Context: an optimization exercise on an open-source flow, tuned for small area, a short achievable clock period and few clock cycles. The choices shown serve that exercise and are no tape-out recipe.
In this exercise RTL edits were held to simulation tests only and were not proved equivalent to the original.
No activity file was given, so power comes from the tool's default toggle rates.

==> flow/design.v (excerpt) <==
module m1(
input logic Clock,
input logic StartBit,
input logic Resetn,
input logic [15:0] ReadData,
output logic [15:0] WriteData,
output logic [17:0] SRAM_Address,
output logic Wen,
output logic StopBit
);
localparam logic [17:0] U_BASE   = 18'd38400;
localparam logic [17:0] V_BASE   = 18'd57600;
localparam logic [17:0] RGB_BASE = 18'd146944;
logic        run;
logic [4:0]  p;        
logic [15:0] S;        
logic [2:0]  m5;       
logic [16:0] Wa;       
logic        w5, w6;   
logic        wr;       
logic        f0, f1, f157, f158, f159, quirk;    
logic        last;     
assign Wen = ~wr;
always_ff @(posedge Clock or negedge Resetn) begin
	if (~Resetn) begin
		run <= 1'b0;
		p <= 5'b00001;
		S <= 16'd0;
		m5 <= 3'd0;
		Wa <= RGB_BASE[16:0];
		w5 <= 1'b0;
		w6 <= 1'b0;
		f0 <= 1'b0;
		f1 <= 1'b0;
		f157 <= 1'b0;
		f158 <= 1'b0;
		f159 <= 1'b0;
		quirk <= 1'b0;
		SRAM_Address <= 18'd0;
		wr <= 1'b0;
		last <= 1'b0;
		StopBit <= 1'b0;
	end else if (~run) begin
		if (StartBit && p[0]) begin
			run <= 1'b1;
			SRAM_Address <= U_BASE;
		end
	end else begin
		p <= {p[3:0], p[4]};
		wr <= 1'b0;
		if (p[0] | p[2] | p[3]) begin
			SRAM_Address <= {1'b1, Wa};
			if (p[0] ? w6 : w5) begin
				wr <= 1'b1;
				Wa <= Wa + 17'd1;
			end
			if (p[0] & w6 & (&Wa)) last <= 1'b1;
		end
		if (p[1]) begin
			SRAM_Address <= {2'b00, S - 16'd4};
			if (last) begin
				StopBit <= 1'b1;
				run <= 1'b0;
				p <= 5'b00000;
			end
		end
		if (p[4]) begin
			S <= S + 16'd1;
			m5 <= (m5 == 3'd4) ? 3'd0 : m5 + 3'd1;
			f0 <= f159;
			f1 <= f0;
			f157 <= (S[4:0] == 5'd0) && (m5 == 3'd0);    
			f158 <= f157;
			f159 <= f158;
			quirk <= (S == 16'd5);
			if (S == 16'd4) w5 <= 1'b1;
			if (S == 16'd5) w6 <= 1'b1;
			SRAM_Address <= (S[0] ? U_BASE + 18'd1 : V_BASE) + {3'b000, S[15:1]};
		end
	end
end
logic [7:0] ur [0:5];
logic [7:0] vr [0:5];
logic [15:0] upend;
logic [7:0]  vpend;
wire ins = run & p[2];
always_ff @(posedge Clock) begin
	for (int k = 0; k < 5; k++) begin
		ur[k] <= ur[k+1];
		vr[k] <= vr[k+1];
	end
	ur[5] <= ur[0];
	vr[5] <= vr[0];
	if (ins) begin
		ur[0] <= S[0] ? upend[15:8] : upend[7:0];
		vr[0] <= S[0] ? ReadData[15:8] : vpend;
	end
	if (ins & ~S[0]) upend <= ReadData;
  ...
export LEC_CHECK = 0
export CAP_MARGIN = 20
export CORE_MARGIN = 2
export CORE_UTILIZATION = 60
export SLEW_MARGIN = 20
create_clock -name core_clock -period 12.0 [get_ports {Clock}]
standard.sh (not shown) runs the stock make flow with config.mk's settings and CLKGATE_MAP_FILE= SYNTH_SCRIPT=/design/flow/synth_recipe.tcl, a recipe that flattens the netlist after the stock synthesis.
==> flow/flow/run.sh <==
#!/bin/bash
# Standard synthesis, then the standard layout with stronger port buffers,
# a clock tree with a strong root buffer and larger sink clusters, and
# timing repair aimed below the design's clock period. Each make run's
# full output goes to its own log here; ORFS keeps per-step logs in orfs/logs.
set -euo pipefail
bash standard.sh synth > synth.log 2>&1
bash standard.sh "BUFFER_PORTS_ARGS=-buffer_cell sky130_fd_sc_hd__buf_4" "SETUP_SLACK_MARGIN=8.3" \
  "CTS_ARGS=-sink_clustering_enable -repair_clock_nets -buf_list sky130_fd_sc_hd__clkbuf_16 -root_buf sky130_fd_sc_hd__clkbuf_16 -sink_clustering_size 26 -sink_clustering_max_diameter 150" \
  finish > layout.log 2>&1
Testbench counts at the start, summed over its fixed seeds: cycles 1,152,168.
Rerun with:
--- a/flow/design.v
+++ b/flow/design.v
@@ -10,33 +10,33 @@
 output logic Wen,
 output logic StopBit
 );
 localparam logic [17:0] U_BASE   = 18'd38400;
 localparam logic [17:0] V_BASE   = 18'd57600;
 localparam logic [17:0] RGB_BASE = 18'd146944;
 logic        run;
 logic [4:0]  p;        
 logic [15:0] S;        
 logic [2:0]  m5;       
-logic [16:0] Wa;       
+logic [17:0] Wa;       
 logic        w5, w6;   
 logic        wr;       
 logic        f0, f1, f157, f158, f159, quirk;    
 logic        last;     
 assign Wen = ~wr;
 always_ff @(posedge Clock or negedge Resetn) begin
 	if (~Resetn) begin
 		run <= 1'b0;
 		p <= 5'b00001;
 		S <= 16'd0;
 		m5 <= 3'd0;
-		Wa <= RGB_BASE[16:0];
+		Wa <= RGB_BASE;
 		w5 <= 1'b0;
 		w6 <= 1'b0;
 		f0 <= 1'b0;
 		f1 <= 1'b0;
 		f157 <= 1'b0;
 		f158 <= 1'b0;
 		f159 <= 1'b0;
 		quirk <= 1'b0;
 		SRAM_Address <= 18'd0;
 		wr <= 1'b0;
@@ -44,24 +44,24 @@
 		StopBit <= 1'b0;
 	end else if (~run) begin
 		if (StartBit && p[0]) begin
 			run <= 1'b1;
 			SRAM_Address <= U_BASE;
 		end
 	end else begin
 		p <= {p[3:0], p[4]};
 		wr <= 1'b0;
 		if (p[0] | p[2] | p[3]) begin
-			SRAM_Address <= {1'b1, Wa};
+			SRAM_Address <= Wa;
 			if (p[0] ? w6 : w5) begin
 				wr <= 1'b1;
-				Wa <= Wa + 17'd1;
+				Wa <= Wa + 18'd1;
 			end
 			if (p[0] & w6 & (&Wa)) last <= 1'b1;
 		end
 		if (p[1]) begin
 			SRAM_Address <= {2'b00, S - 16'd4};
 			if (last) begin
 				StopBit <= 1'b1;
 				run <= 1'b0;
 				p <= 5'b00000;
 			end
@@ -751,25 +751,25 @@
 wire ip_139 = ~ip_76 ^ ip_106 ^ ip_107;
 wire ip_140 = (~ip_76 & ip_106) | (~ip_76 & ip_107) | (ip_106 & ip_107);
 wire ip_141 = ip_82 ^ ip_109 ^ ip_108;
 wire ip_142 = (ip_82 & ip_109) | (ip_82 & ip_108) | (ip_109 & ip_108);
 wire ip_143 = ~1'b0 ^ ip_111 ^ ip_110;
 wire ip_144 = (~1'b0 & ip_111) | (~1'b0 & ip_110) | (ip_111 & ip_110);
 wire ip_145 = ~1'b0 ^ ip_112;
 wire ip_146 = ~1'b0 & ip_112;
 wire [16:0] ip_a = {ip_144, ip_142, ip_140, ip_138, ip_136, ip_134, ~ip_132, ~ip_130, ip_128, ~ip_126, ip_124, ip_122, ip_120, ip_118, ip_116, ip_114, ip_113};
 wire [16:0] ip_b = {ip_145, ip_143, ip_141, ip_139, ip_137, ip_135, ip_133, ~ip_131, ~ip_129, ip_127, ~ip_125, ip_123, ip_121, ip_119, ip_117, ip_115, s3[0]};
-wire [12:0] ip_lo = {1'b0, ip_a[11:0]} + {1'b0, ip_b[11:0]};
-logic [16:12] ip_ha, ip_hb;
+wire [10:0] ip_lo = {1'b0, ip_a[9:0]} + {1'b0, ip_b[9:0]};
+logic [16:10] ip_ha, ip_hb;
 logic ip_c;
-logic [11:8] ip_l;
+logic [9:8] ip_l;
 always_ff @(posedge Clock) begin
-	ip_ha <= ip_a[16:12];
-	ip_hb <= ip_b[16:12];
-	ip_c <= ip_lo[12];
-	ip_l <= ip_lo[11:8];
+	ip_ha <= ip_a[16:10];
+	ip_hb <= ip_b[16:10];
+	ip_c <= ip_lo[10];
+	ip_l <= ip_lo[9:8];
 end
-wire [16:12] ip_s = ip_ha + ip_hb + {{(4){1'b0}}, ip_c};
+wire [16:10] ip_s = ip_ha + ip_hb + {{(6){1'b0}}, ip_c};
 wire [16:8] ip_f = {ip_s, ip_l};
 assign o = ip_f;
 assign o3 = {o, 1'b0} + {2'b00, o};
 endmodule
Flip-flop and latch count increases by 3.
Total power stays flat.
Global-route usage barely changes.
Worst setup slack gains 0.20 ns.
Area after synthesis decreases slightly.
Routed wire length shrinks slightly.
Clock power drops slightly.
Sequential share of layout area goes up by 0.56 points.
Cell count drops slightly.
Critical path depth decreases by 12.
Die area goes down slightly.
Worst hold slack is worse by 0.011 ns.
Utilization is lower by 0.54 points.
Testbench counts after the change, summed over its fixed seeds: cycles 1,152,168.

========
Setup of the previous run:
m1, a different RTL version from the one above (not shown whole).
For scale: ~2300 cells after synthesis, about 420 flip-flops.
==> module m1, before the edit <==
module m1(
input logic Clock,
input logic StartBit,
input logic Resetn,
input logic [15:0] ReadData,
output logic [15:0] WriteData,
output logic [17:0] SRAM_Address,
output logic Wen,
output logic StopBit
);
localparam logic [17:0] U_BASE   = 18'd38400;
localparam logic [17:0] V_BASE   = 18'd57600;
localparam logic [17:0] RGB_BASE = 18'd146944;
logic        run;
logic [4:0]  p;        
logic [15:0] S;        
logic [7:0]  col;      
logic [17:0] Wa;       
logic        w5, w6;   
logic        wr;       
logic        f0, f1, f157, f158, f159, quirk;    
logic        start;    
assign Wen = ~wr;
always_ff @(posedge Clock or negedge Resetn) begin
	if (~Resetn) begin
		run <= 1'b0;
		start <= 1'b0;
		p <= 5'b00001;
		S <= 16'd0;
		col <= 8'd156;
		Wa <= RGB_BASE;
		w5 <= 1'b0;
		w6 <= 1'b0;
		f0 <= 1'b0;
		f1 <= 1'b0;
		f157 <= 1'b0;
		f158 <= 1'b0;
		f159 <= 1'b0;
		quirk <= 1'b0;
		SRAM_Address <= 18'd0;
		wr <= 1'b0;
		StopBit <= 1'b0;
	end else if (~run) begin
		start <= StartBit;
		if (start && ~StopBit) begin
			run <= 1'b1;
			SRAM_Address <= U_BASE;
		end
	end else begin
		p <= {p[3:0], p[4]};
		wr <= 1'b0;
		if (p[0] | p[2] | p[3]) begin
			SRAM_Address <= Wa;
			if (p[0] ? w6 : w5) begin
				wr <= 1'b1;
				Wa <= Wa + 18'd1;
			end
		end
		if (p[1]) begin
			SRAM_Address <= {2'b00, S - 16'd4};
			if (wr && (&SRAM_Address)) begin
				StopBit <= 1'b1;
				run <= 1'b0;
			end
		end
		if (p[4]) begin
			S <= S + 16'd1;
			col <= f159 ? 8'd0 : col + 8'd1;
			f0 <= f159;
			f1 <= f0;
			f157 <= (col == 8'd156);
			f158 <= f157;
			f159 <= f158;
			quirk <= (S == 16'd5);
			if (S == 16'd4) w5 <= 1'b1;
			if (S == 16'd5) w6 <= 1'b1;
			SRAM_Address <= (S[0] ? U_BASE + 18'd1 : V_BASE) + {3'b000, S[15:1]};
		end
	end
end
logic [7:0] ur [0:5];
logic [7:0] vr [0:5];
logic [15:0] upend;
logic [7:0]  vpend;
wire ins = run & p[2];
always_ff @(posedge Clock) begin
	for (int k = 0; k < 5; k++) begin
		ur[k] <= ur[k+1];
		vr[k] <= vr[k+1];
	end
	ur[5] <= ur[0];
	vr[5] <= vr[0];
	if (ins) begin
		ur[0] <= S[0] ? upend[15:8] : upend[7:0];
		vr[0] <= S[0] ? ReadData[15:8] : vpend;
	end
	if (ins & ~S[0]) upend <= ReadData;
	if (ins & S[0]) vpend <= ReadData[7:0];
end
logic [7:0] w [0:5];
always_comb begin
	if (p[3]) for (int k = 0; k < 6; k++) w[k] = ur[5-k];
	else      for (int k = 0; k < 6; k++) w[k] = vr[(10-k) % 6];
end
logic [7:0] a1, b1, a2, b2, a3, b3;
always_comb begin
	a1 = w[2];
	b1 = f159 ? w[2] : w[3];
	a2 = f0 ? w[2] : w[1];
	b2 = f159 ? w[2] : f158 ? w[3] : w[4];
	a3 = f0 ? w[2] : f1 ? w[1] : w[0];
	b3 = f159 ? w[2] : f158 ? w[3] : (f157 || quirk) ? w[4] : w[5];
end
logic [8:0] s1, s2, s3;
always_ff @(posedge Clock) begin
	s1 <= a1 + b1;
	s2 <= a2 + b2;
	s3 <= a3 + b3;
end
wire [8:0] io;
wire [10:0] io3;
m1_interp u_interp(.Clock(Clock), .s1(s1), .s2(s2), .s3(s3), .o(io), .o3(io3));
logic [8:0] uo;     
always_ff @(posedge Clock) uo <= io;
logic [7:0] yb, yl;
always_ff @(posedge Clock) begin
	yb <= p[4] ? ReadData[15:8] : yl;
	if (p[4]) yl <= ReadData[7:0];
end
wire [7:0] ue = ur[1];
wire [7:0] ve = vr[1];
wire [8:0] eu = {ue[7], ~ue[7], ue[6:0]};
wire [8:0] ev = {ve[7], ~ve[7], ve[6:0]};
wire [8:0] xu = p[0] ? eu : uo;
wire [22:0] xt;
m1_yterm u_yterm(.Y(yb), .T(xt));
logic [22:0] pt;
logic [8:0] pu, pv;
logic [10:0] pu3, pv3;
always_ff @(posedge Clock) begin
	pt <= xt;
	pu <= xu;
	pu3 <= {xu, 1'b0} + {2'b00, xu};
	if (p[0]) begin
		pv <= ev;
		pv3 <= {ev, 1'b0} + {2'b00, ev};
	end else begin
		pv <= io;
		pv3 <= io3;
	end
end
wire [7:0] rr, gg, bb;
m1_pix u_pix(.Clock(Clock), .T(pt), .U(pu), .U3(pu3), .V(pv), .V3(pv3), .R(rr), .G(gg), .B(bb));
logic [7:0]  bh;
logic [15:0] gbh;
always_ff @(posedge Clock) begin
	bh <= bb;
	gbh <= {gg, bb};
	if (p[2])      WriteData <= {rr, gg};
	else if (p[3]) WriteData <= {bh, rr};
	else if (p[4]) WriteData <= gbh;
end
endmodule
export LEC_CHECK = 0
export CAP_MARGIN = 20
export CORE_MARGIN = 2
export CORE_UTILIZATION = 40
export SLEW_MARGIN = 20
create_clock -name core_clock -period 12.0 [get_ports {Clock}]
run.sh (not shown) runs the stock make flow with config.mk's settings and CLKGATE_MAP_FILE= SYNTH_SCRIPT=/design/flow/synth_recipe.tcl, a recipe that flattens the netlist after the stock synthesis.
Stock flow here: none of the scripts above is used.
Testbench counts of the previous run, summed over its fixed seeds: cycles 1,152,174.
### the previous run -> the current run
--- a/flow/design.v
+++ b/flow/design.v
@@ -20,14 +20,12 @@
 logic [17:0] Wa;       
 logic        w5, w6;   
 logic        wr;       
 logic        f0, f1, f157, f158, f159, quirk;    
-logic        start;    
 assign Wen = ~wr;
 always_ff @(posedge Clock or negedge Resetn) begin
 	if (~Resetn) begin
 		run <= 1'b0;
-		start <= 1'b0;
 		p <= 5'b00001;
 		S <= 16'd0;
 		col <= 8'd156;
 		Wa <= RGB_BASE;
@@ -42,10 +40,9 @@
 		SRAM_Address <= 18'd0;
 		wr <= 1'b0;
 		StopBit <= 1'b0;
 	end else if (~run) begin
-		start <= StartBit;
-		if (start && ~StopBit) begin
+		if (StartBit && ~StopBit) begin
 			run <= 1'b1;
 			SRAM_Address <= U_BASE;
 		end
 	end else begin
@@ -123,20 +120,18 @@
 wire [10:0] io3;
 m1_interp u_interp(.Clock(Clock), .s1(s1), .s2(s2), .s3(s3), .o(io), .o3(io3));
 logic [8:0] uo;     
 always_ff @(posedge Clock) uo <= io;
-logic [7:0] yb, yl;
-always_ff @(posedge Clock) begin
-	yb <= p[4] ? ReadData[15:8] : yl;
-	if (p[4]) yl <= ReadData[7:0];
-end
+logic [15:0] yw;
+always_ff @(posedge Clock) if (p[4]) yw <= ReadData;
 wire [7:0] ue = ur[1];
 wire [7:0] ve = vr[1];
 wire [8:0] eu = {ue[7], ~ue[7], ue[6:0]};
 wire [8:0] ev = {ve[7], ~ve[7], ve[6:0]};
 wire [8:0] xu = p[0] ? eu : uo;
+wire [7:0] xy = p[0] ? yw[15:8] : yw[7:0];
 wire [22:0] xt;
-m1_yterm u_yterm(.Y(yb), .T(xt));
+m1_yterm u_yterm(.Y(xy), .T(xt));
 logic [22:0] pt;
 logic [8:0] pu, pv;
 logic [10:0] pu3, pv3;
 always_ff @(posedge Clock) begin
Notes after the runs:
The current run against the previous run: layout overhead on the synthesized area decreased 0.34 points, average wire length per cell after detail routing shows a reduction of 0.35%, power in the clock group decreased by about 5% relative to the old numbers, clock group share of total power moved down.
Summary — clock skew, the current run relative to the previous run: higher, by 0.0054 ns.
Slew at the pin closest to its max-slew limit delta for the current run relative to the previous run: 0.033 ns lower
On part of the cycle the worst path needs: between the current run and the previous run, it ends up higher for the current run.
Taking the previous run as the reference point, the via count of the first global-routing pass of the current run rises by 958.
Testbench counts of the current run, summed over its fixed seeds: cycles 1,152,168.

==> separate check: timing with driven ports <==
In the flow no input, the clock included, has a driving cell. The finished layouts below were timed again as built, in two steps.
Step 1 (the two cells are an assumption about what drives the block):
set clk [get_ports {Clock}]
set_driving_cell -lib_cell sky130_fd_sc_hd__clkbuf_16 $clk
set_driving_cell -lib_cell sky130_fd_sc_hd__buf_2 [delete_from_list [all_inputs] $clk]
Step 2 times the ports against the registers' clock, not the clock port: input delays grow and output delays shrink by t, the midpoint of the rising clock arrivals with the driver on.
a / b / c = ideal / step 1 / step 2; a / b = the first two.
run	t (ns)	setup WS [ns]	hold slack, ns	worst data-port slew with drivers (ns)	pins driven straight from the clock port
the first run of note 1	0.602	8.273 / 8.273 / 8.273	0.351 / 0.351 / 0.351	0.08	1
the second run of note 1	0.593	8.470 / 8.413 / 8.463	0.341 / 0.341 / 0.341	0.04	1
the previous run	0.631	8.008 / 7.945 / 8.072	0.345 / 0.345 / 0.345	0.04	1
the current run	0.658	7.490 / 7.490 / 7.310	0.341 / 0.341 / 0.341	0.08	1
After both steps every run listed still meets setup and hold. For the current run, which loses most, drivers alone change the setup slack by 0.000 ns; drivers and shift together by -0.180 ns.
